What follows belongs to an exercise in optimizing a design on an open flow for small area; a production flow would make more cautious choices. At most, simulation tests tie the RTL to the original design; equivalence was not proved. Power is estimated from default activity; no workload was simulated. No driver is modelled on the clock port, so clocking that relies on it looks cheaper here than on a real chip.

==> 09-07: inputs <==
## edge_detect
module edge_detect (
    input         aclk,
    input         aresetn,
    input  [23:0] s_axis_tdata,
    input         s_axis_tvalid,
    output        s_axis_tready,
    input         s_axis_tuser,
    input         s_axis_tlast,
    output        m_axis_tvalid,
    output [23:0] m_axis_tdata,
    input         m_axis_tready,
    output        m_axis_tuser,
    output        m_axis_tlast,
    input  [31:0] threshold
);
==> flow/config.mk <==
export PLATFORM = sky130hd
export DESIGN_NAME = edge_detect
export DESIGN_NICKNAME = edge_detect
export VERILOG_FILES = /design/flow/design.v
export SDC_FILE = /design/flow/constraint.sdc
export NUM_CORES = 8
export LEC_CHECK = 0
export CAP_MARGIN = 20
export CORE_MARGIN = 2
export CORE_UTILIZATION = 50
export CTS_CLUSTER_DIAMETER = 80
export CTS_CLUSTER_SIZE = 32
export PLACE_DENSITY = 0.6
export SLEW_MARGIN = 20
==> flow/constraint.sdc <==
create_clock -name core_clock -period 6.0 [get_ports {aclk}]
set_input_delay 1.2000 -clock core_clock [delete_from_list [all_inputs] [get_ports {aclk}]]
set_output_delay 1.2000 -clock core_clock [all_outputs]
set_load 0.01 [all_outputs]
standard.sh (not shown) runs the stock make flow with config.mk's settings and CLKGATE_MAP_FILE= SYNTH_SCRIPT=/design/flow/synth_recipe.tcl, a recipe that flattens the netlist after the stock synthesis.
==> flow/flow/run.sh <==
#!/bin/bash
# The standard layout (the standard.sh: ORFS synth .. finish), with one
# change: clock tree synthesis runs without dummy loads. Sink clusters of at
# most 32 flip-flops within 80 um, as in config.mk.
set -euo pipefail
export CTS_ARGS="-sink_clustering_enable -repair_clock_nets -sink_clustering_size 32 -sink_clustering_max_diameter 80 -dont_use_dummy_load"
bash standard.sh finish > standard_finish.log 2>&1
==> inputs of 01-28, as changes to 09-07 <==
--- a/flow/design.v
+++ b/flow/design.v
@@ -53,46 +53,37 @@
     reg       v1, u1, l1r, e_r;
     reg [7:0] a0, a1, a2;    
     reg [7:0] b0, b1, b2;    
     reg [7:0] c0, c1, c2;    
     always @(posedge aclk) begin
         if (!aresetn) begin
-            a0 <= 0; a1 <= 0;
-            b0 <= 0; b1 <= 0;
-            c0 <= 0; c1 <= 0;
+            a0 <= 0; a1 <= 0; a2 <= 0;
+            b0 <= 0; b1 <= 0; b2 <= 0;
+            c0 <= 0; c1 <= 0; c2 <= 0;
         end else if (v) begin
-            a0 <= p0; a1 <= a0;
-            b0 <= l1; b1 <= b0;
-            c0 <= l2; c1 <= c0;
+            a0 <= p0; a1 <= a0; a2 <= a1;
+            b0 <= l1; b1 <= b0; b2 <= b1;
+            c0 <= l2; c1 <= c0; c2 <= c1;
         end
-        if (v) begin
-            a2 <= a1; b2 <= b1; c2 <= c1;
-        end
+    end
+    always @(posedge aclk) begin
+        v1 <= v; u1 <= tuser; l1r <= tlast;
+        m_axis_tvalid <= v1;
+        m_axis_tuser  <= u1;
+        m_axis_tlast  <= l1r;
+        e_r <= is_edge;
     end
     wire [9:0] hv0 = a0 + {a1, 1'b0} + a2;
     wire [9:0] hv1 = c0 + {c1, 1'b0} + c2;
     wire [9:0] hh0 = a0 + {b0, 1'b0} + c0;
     wire [9:0] hh1 = a2 + {b2, 1'b0} + c2;
     wire [9:0] t10 = threshold[9:0];
     wire big = |threshold[30:10];
-    wire signed [10:0] dv = $signed({1'b0, hv0}) - $signed({1'b0, hv1});
-    wire signed [10:0] dh = $signed({1'b0, hh0}) - $signed({1'b0, hh1});
-    wire [9:0] xv = dv[9:0] ^ {10{dv[10]}};
-    wire [9:0] xh = dh[9:0] ^ {10{dh[10]}};
-    wire [10:0] cv = {1'b0, xv} + {1'b0, ~t10} + dv[10];
-    wire [10:0] ch = {1'b0, xh} + {1'b0, ~t10} + dh[10];
-    wire edge_v = cv[10];
-    wire edge_h = ch[10];
+    wire edge_v = ({1'b0, hv0} > hv1 + t10) | ({1'b0, hv1} > hv0 + t10);
+    wire edge_h = ({1'b0, hh0} > hh1 + t10) | ({1'b0, hh1} > hh0 + t10);
     wire is_edge = threshold[31] | (~big & (edge_v | edge_h));
-    always @(posedge aclk) begin
-        v1 <= v; u1 <= tuser; l1r <= tlast;
-        m_axis_tvalid <= v1;
-        m_axis_tuser  <= u1;
-        m_axis_tlast  <= l1r;
-        e_r <= is_edge;
-    end
     assign m_axis_tdata = {24{e_r}};
 endmodule
 `timescale 1ns / 1ps
 module edge_detect (
     input         aclk,
     input         aresetn,
@@ -109,52 +100,51 @@
     input  [31:0] threshold
 );
     localparam LB = 5;                  
     localparam L  = 1 << LB;            
     localparam R  = 3840 / L;           
     localparam RH = R / 2;              
-    localparam IB = 6;                  
+    localparam IB = $clog2(RH);
     assign s_axis_tready = m_axis_tready;
     reg       v, u1, l1;
     reg [9:0] sum;
     always @(posedge aclk) begin
         v   <= s_axis_tvalid;
         u1  <= s_axis_tuser;
         l1  <= s_axis_tlast;
         sum <= s_axis_tdata[23:16] + s_axis_tdata[15:8] + s_axis_tdata[7:0];
     end
     wire [7:0] grey;
     rgb2grey u_grey (.sum(sum), .grey(grey));
-    reg [LB-1:0] n_lo, ph;
-    reg [IB-1:0] n_idx, rb_idx;
-    reg          n_hi, rb_hi;
+    reg [LB-1:0] n_lo;
+    reg [IB-1:0] n_idx;
+    reg          n_hi;
+    reg [LB-1:0] dlt;
     reg          f1, f2;                
-    wire          n_wrap  = v && (&n_lo);
-    wire          n_top   = n_idx == RH - 1;
-    wire [LB-1:0] n_lo_nx = n_lo + v;
-    wire [IB-1:0] n_idx_nx = n_wrap ? (n_top ? {IB{1'b0}} : n_idx + 1'b1) : n_idx;
-    wire          n_hi_nx = n_hi ^ (n_wrap && n_top);
-    wire [LB-1:0] ph_nx   = ph + 1'b1;
-    wire          cb_nx   = ph_nx < n_lo_nx;
-    wire          b_top   = cb_nx && n_idx_nx == RH - 1;
-    wire [IB-1:0] rb_idx_nx = b_top ? {IB{1'b0}} : n_idx_nx + cb_nx;
-    wire          rb_hi_nx  = n_hi_nx ^ b_top;
     always @(posedge aclk) begin
         if (!aresetn) begin
-            n_lo <= 0; n_idx <= 0; n_hi <= 1'b0;
-            ph <= 0; rb_idx <= 0; rb_hi <= 1'b0;
+            n_lo <= 0; n_idx <= 0; n_hi <= 1'b0; dlt <= 0;
             f1 <= 1'b0; f2 <= 1'b0;
-        end else begin
-            n_lo <= n_lo_nx; n_idx <= n_idx_nx; n_hi <= n_hi_nx;
-            ph <= ph_nx; rb_idx <= rb_idx_nx; rb_hi <= rb_hi_nx;
-            if (n_wrap && n_top) begin
-                if (n_hi) f2 <= 1'b1; else f1 <= 1'b1;
+        end else if (v) begin
+            n_lo <= n_lo + 1'b1;
+            if (&n_lo) begin
+                if (n_idx == RH - 1) begin
+                    n_idx <= 0;
+                    n_hi  <= ~n_hi;
+                    if (n_hi) f2 <= 1'b1; else f1 <= 1'b1;
+                end else
+                    n_idx <= n_idx + 1'b1;
             end
-        end
+        end else
+            dlt <= dlt + 1'b1;
     end
-    wire [LB-1:0] dlt = ph - n_lo;      
+    wire [LB:0]  ph_sum = {1'b0, n_lo} + {1'b0, dlt};
+    wire [LB-1:0] ph = ph_sum[LB-1:0];
+    wire         cb = ph_sum[LB];
+    wire [IB-1:0] rb_idx = (cb && n_idx == RH - 1) ? {IB{1'b0}} : n_idx + cb;
+    wire          rb_hi  = (cb && n_idx == RH - 1) ? ~n_hi : n_hi;
     wire [IB-1:0] wr_idx = (rb_idx == 0) ? RH - 1 : rb_idx - 1'b1;
     wire          wr_hi  = (rb_idx == 0) ? ~rb_hi : rb_hi;
     reg [7:0] wbuf [0:L-1];
     genvar k;
     generate
         for (k = 0; k < L; k = k + 1) begin : g_wb
==> flow/run.sh (new file) <==
#!/bin/bash
# synth_recipe.tcl (not shown) runs the flow's synth.tcl, then flattens the netlist and writes it again
# the make line also repeats each setting of config.mk as NAME=value (left out here)
make -C /OpenROAD-flow-scripts/flow DESIGN_CONFIG=/design/flow/config.mk WORK_HOME=/design/flow/orfs CLKGATE_MAP_FILE= SYNTH_SCRIPT=/design/flow/synth_recipe.tcl finish
CORE_UTILIZATION = 60   (was 50)
CTS_CLUSTER_DIAMETER = 60   (was 80)
CTS_CLUSTER_SIZE = 35   (was 32)
PLACE_DENSITY = 0.68   (was 0.6)
removed: flow/flow/run.sh
removed: flow/standard.sh
==> inputs of 01-23, as changes to 09-07 <==
CORE_UTILIZATION = 60   (was 50)
PLACE_DENSITY = 0.68   (was 0.6)
==> inputs of 11-12, as changes to 09-07 <==
==> flow/design.v (replaced) <==
`timescale 1ns / 1ps
module ring_bank #(parameter L = 16, parameter RH = 120, parameter IB = 7) (
    input           clk,
    input  [7:0]    wdata,
    input  [IB-1:0] wr_idx,
    input           wr_hi,
    input  [IB-1:0] rd_idx,
    output [7:0]    mux_a,
    output [7:0]    mux_b
);
    wire [7:0] port_a [0:RH-1];
    wire [7:0] port_b [0:RH-1];
    genvar i;
    generate
        for (i = 0; i < RH; i = i + 1) begin : g_ring
            reg [8*L-1:0] ra, rb;
            wire we_a = !wr_hi && wr_idx == i;
            wire we_b =  wr_hi && wr_idx == i;
            always @(posedge clk) begin
                ra <= {we_a ? wdata : ra[7:0], ra[8*L-1:8]};
                rb <= {we_b ? wdata : rb[7:0], rb[8*L-1:8]};
            end
            assign port_a[i] = ra[7:0];
            assign port_b[i] = rb[7:0];
        end
    endgenerate
    assign mux_a = port_a[rd_idx];
    assign mux_b = port_b[rd_idx];
endmodule
`timescale 1ns / 1ps
module rgb2grey (
    input  [23:0] rgb,
    output [7:0]  grey
);
    wire [9:0] sum = rgb[23:16] + rgb[15:8] + rgb[7:0];
    assign grey = sum / 2'd3;
endmodule
`timescale 1ns / 1ps
module sobel (
    input         aclk,
    input         aresetn,
    input         v,
    input  [7:0]  p0,
    input  [7:0]  l1,
    input  [7:0]  l2,
    input         tuser,
    input         tlast,
    input  [31:0] threshold,
    output reg    m_axis_tvalid,
    output [23:0] m_axis_tdata,
    output reg    m_axis_tuser,
    output reg    m_axis_tlast
);
    reg       v1, u1, l1r, e_r;
    reg [7:0] a0, a1, a2;    
    reg [7:0] b0, b1, b2;    
    reg [7:0] c0, c1, c2;    
    always @(posedge aclk) begin
        if (!aresetn) begin
            a0 <= 0; a1 <= 0; a2 <= 0;
            b0 <= 0; b1 <= 0; b2 <= 0;
            c0 <= 0; c1 <= 0; c2 <= 0;
        end else if (v) begin
            a0 <= p0; a1 <= a0; a2 <= a1;
            b0 <= l1; b1 <= b0; b2 <= b1;
            c0 <= l2; c1 <= c0; c2 <= c1;
        end
    end
    always @(posedge aclk) begin
        v1 <= v; u1 <= tuser; l1r <= tlast;
        m_axis_tvalid <= v1;
        m_axis_tuser  <= u1;
        m_axis_tlast  <= l1r;
        e_r <= is_edge;
    end
    wire [9:0] hv0 = a0 + {a1, 1'b0} + a2;
    wire [9:0] hv1 = c0 + {c1, 1'b0} + c2;
    wire [9:0] hh0 = a0 + {b0, 1'b0} + c0;
    wire [9:0] hh1 = a2 + {b2, 1'b0} + c2;
    wire [9:0] t10 = threshold[9:0];
    wire big = |threshold[30:10];
    wire [10:0] dv = (hv0 > hv1) ? hv0 - hv1 : hv1 - hv0;
    wire [10:0] dh = (hh0 > hh1) ? hh0 - hh1 : hh1 - hh0;
    wire edge_v = dv > t10;
    wire edge_h = dh > t10;
    wire is_edge = threshold[31] | (~big & (edge_v | edge_h));
    assign m_axis_tdata = {24{e_r}};
endmodule
`timescale 1ns / 1ps
module edge_detect (
    input         aclk,
    input         aresetn,
    input  [23:0] s_axis_tdata,
    input         s_axis_tvalid,
    output        s_axis_tready,
    input         s_axis_tuser,
    input         s_axis_tlast,
    output        m_axis_tvalid,
    output [23:0] m_axis_tdata,
    input         m_axis_tready,
    output        m_axis_tuser,
    output        m_axis_tlast,
    input  [31:0] threshold
);
    localparam LB = 5;                  
    localparam L  = 1 << LB;            
    localparam R  = 3840 / L;           
    localparam RH = R / 2;              
    localparam IB = $clog2(RH);
    assign s_axis_tready = m_axis_tready;
    wire       v = s_axis_tvalid;
    wire [7:0] grey;
    rgb2grey u_grey (.rgb(s_axis_tdata), .grey(grey));
    reg [LB-1:0] n_lo;
    reg [IB-1:0] n_idx;
    reg          n_hi;
    reg [LB-1:0] dlt;
    reg          f1, f2;                
    always @(posedge aclk) begin
        if (!aresetn) begin
            n_lo <= 0; n_idx <= 0; n_hi <= 1'b0; dlt <= 0;
            f1 <= 1'b0; f2 <= 1'b0;
        end else if (v) begin
            n_lo <= n_lo + 1'b1;
            if (&n_lo) begin
                if (n_idx == RH - 1) begin
                    n_idx <= 0;
                    n_hi  <= ~n_hi;
                    if (n_hi) f2 <= 1'b1; else f1 <= 1'b1;
                end else
                    n_idx <= n_idx + 1'b1;
            end
        end else
            dlt <= dlt + 1'b1;
    end
    wire [LB:0]  ph_sum = {1'b0, n_lo} + {1'b0, dlt};
    wire [LB-1:0] ph = ph_sum[LB-1:0];
    wire         cb = ph_sum[LB];
    wire [IB-1:0] rb_idx = (cb && n_idx == RH - 1) ? {IB{1'b0}} : n_idx + cb;
    wire          rb_hi  = (cb && n_idx == RH - 1) ? ~n_hi : n_hi;
    wire [IB-1:0] wr_idx = (rb_idx == 0) ? RH - 1 : rb_idx - 1'b1;
    wire          wr_hi  = (rb_idx == 0) ? ~rb_hi : rb_hi;
    reg [7:0] wbuf [0:L-1];
    genvar k;
    generate
        for (k = 0; k < L; k = k + 1) begin : g_wb
            always @(posedge aclk)
                if (v && n_lo == k) wbuf[k] <= grey;
        end
    endgenerate
    wire [7:0] wdata = wbuf[ph];
    wire [7:0] mux_a, mux_b;
    ring_bank #(.L(L), .RH(RH), .IB(IB)) u_bank (
        .clk(aclk), .wdata(wdata), .wr_idx(wr_idx), .wr_hi(wr_hi),
        .rd_idx(rb_idx), .mux_a(mux_a), .mux_b(mux_b));
    wire [7:0] port1 = rb_hi ? mux_a : mux_b;    
    wire [7:0] port2 = rb_hi ? mux_b : mux_a;    
    reg [7:0] pf1 [0:L-2];
    reg [7:0] pf2 [0:L-2];
    integer j;
    always @(posedge aclk) begin
        pf1[0] <= port1;
        pf2[0] <= port2;
        for (j = 1; j < L - 1; j = j + 1) begin
            pf1[j] <= pf1[j-1];
            pf2[j] <= pf2[j-1];
        end
    end
    wire [LB-1:0] dm1 = dlt - 1'b1;
    wire [7:0] line1 = (dlt == 0) ? port1 : pf1[dm1];
    wire [7:0] line2 = (dlt == 0) ? port2 : pf2[dm1];
    sobel u_sobel (
        .aclk(aclk), .aresetn(aresetn), .v(v),
        .p0(grey), .l1(f1 ? line1 : 8'd0), .l2(f2 ? line2 : 8'd0),
        .tuser(s_axis_tuser), .tlast(s_axis_tlast), .threshold(threshold),
        .m_axis_tvalid(m_axis_tvalid), .m_axis_tdata(m_axis_tdata),
        .m_axis_tuser(m_axis_tuser), .m_axis_tlast(m_axis_tlast));
endmodule
==> flow/run.sh (new file) <==
#!/bin/bash
# synth_recipe.tcl (not shown) runs the flow's synth.tcl, then flattens the netlist and writes it again
# the make line also repeats each setting of config.mk as NAME=value (left out here)
make -C /OpenROAD-flow-scripts/flow DESIGN_CONFIG=/design/flow/config.mk WORK_HOME=/design/flow/orfs CLKGATE_MAP_FILE= SYNTH_SCRIPT=/design/flow/synth_recipe.tcl finish
CORE_UTILIZATION = 70   (was 50)
CTS_CLUSTER_DIAMETER = 60   (was 80)
CTS_CLUSTER_SIZE = 35   (was 32)
PLACE_DENSITY = 0.78   (was 0.6)
removed: flow/flow/run.sh
removed: flow/standard.sh
==> notes.md <==
- Design area: 01-28 > 09-07 > 01-23.
- 01-23 completed and failed the layout checks on negative setup slack. 11-12 died in detailed placement. 01-28 completed, yet does not pass: negative setup slack. 09-07 finished clean.
- The lowest combinational power belongs to 01-28, the highest to 09-07.
- Between 01-28 and 01-23, the lower synthesized area is in 01-23 (gap about 0.5%, measured against 01-23).
- The lowest maximum frequency belongs to 01-28, the highest to 09-07.
- Hold slack, lowest first: 01-23, 09-07, 01-28.
- Against 01-23, the count of clock-buffer cells in the layout of 09-07 is higher by 12.
- In 01-28 the synthesized cell count is higher than in 01-23, by about 1.4%.
- Global-route usage, lowest first: 09-07, 01-23, 01-28.
- Between 01-23 and 01-28, the lower setup slack is in 01-28 (gap 0.095 ns).
- Against 09-07, the flip-flop and latch count of 01-28 is lower by 7.
For 01-28 and 11-12, only the layout was checked, not whether the RTL still works.

## what the ideal ports hide
Ports are ideal in the flow. The routed layouts listed here were re-timed in OpenROAD. Step 1 (the two cells are an assumption about what drives the block):
set clk [get_ports {aclk}]
set_driving_cell -lib_cell sky130_fd_sc_hd__clkbuf_16 $clk
set_driving_cell -lib_cell sky130_fd_sc_hd__buf_2 [delete_from_list [all_inputs] $clk]
Step 2 adds t to the input delays and takes it off the output delays; t is the mean of the earliest and latest rising clock arrival at the registers after step 1. Input paths then give back, and output paths get back, about the clock's delay inside the block. a / b / c = ideal ports / drivers / drivers and shift; a / b = the first two.
| run | t, ns | setup slack, ns | worst data-port slew with drivers (ns) |
|---|---|---|---|
| 09-07 | 1.417 | 0.359 / 0.359 / 0.359 | 0.06 |
| 01-28 | 1.418 | -0.107 / -0.107 / -0.107 | 0.06 |
| 01-23 | 1.387 | -0.012 / -0.012 / -0.012 | 0.06 |
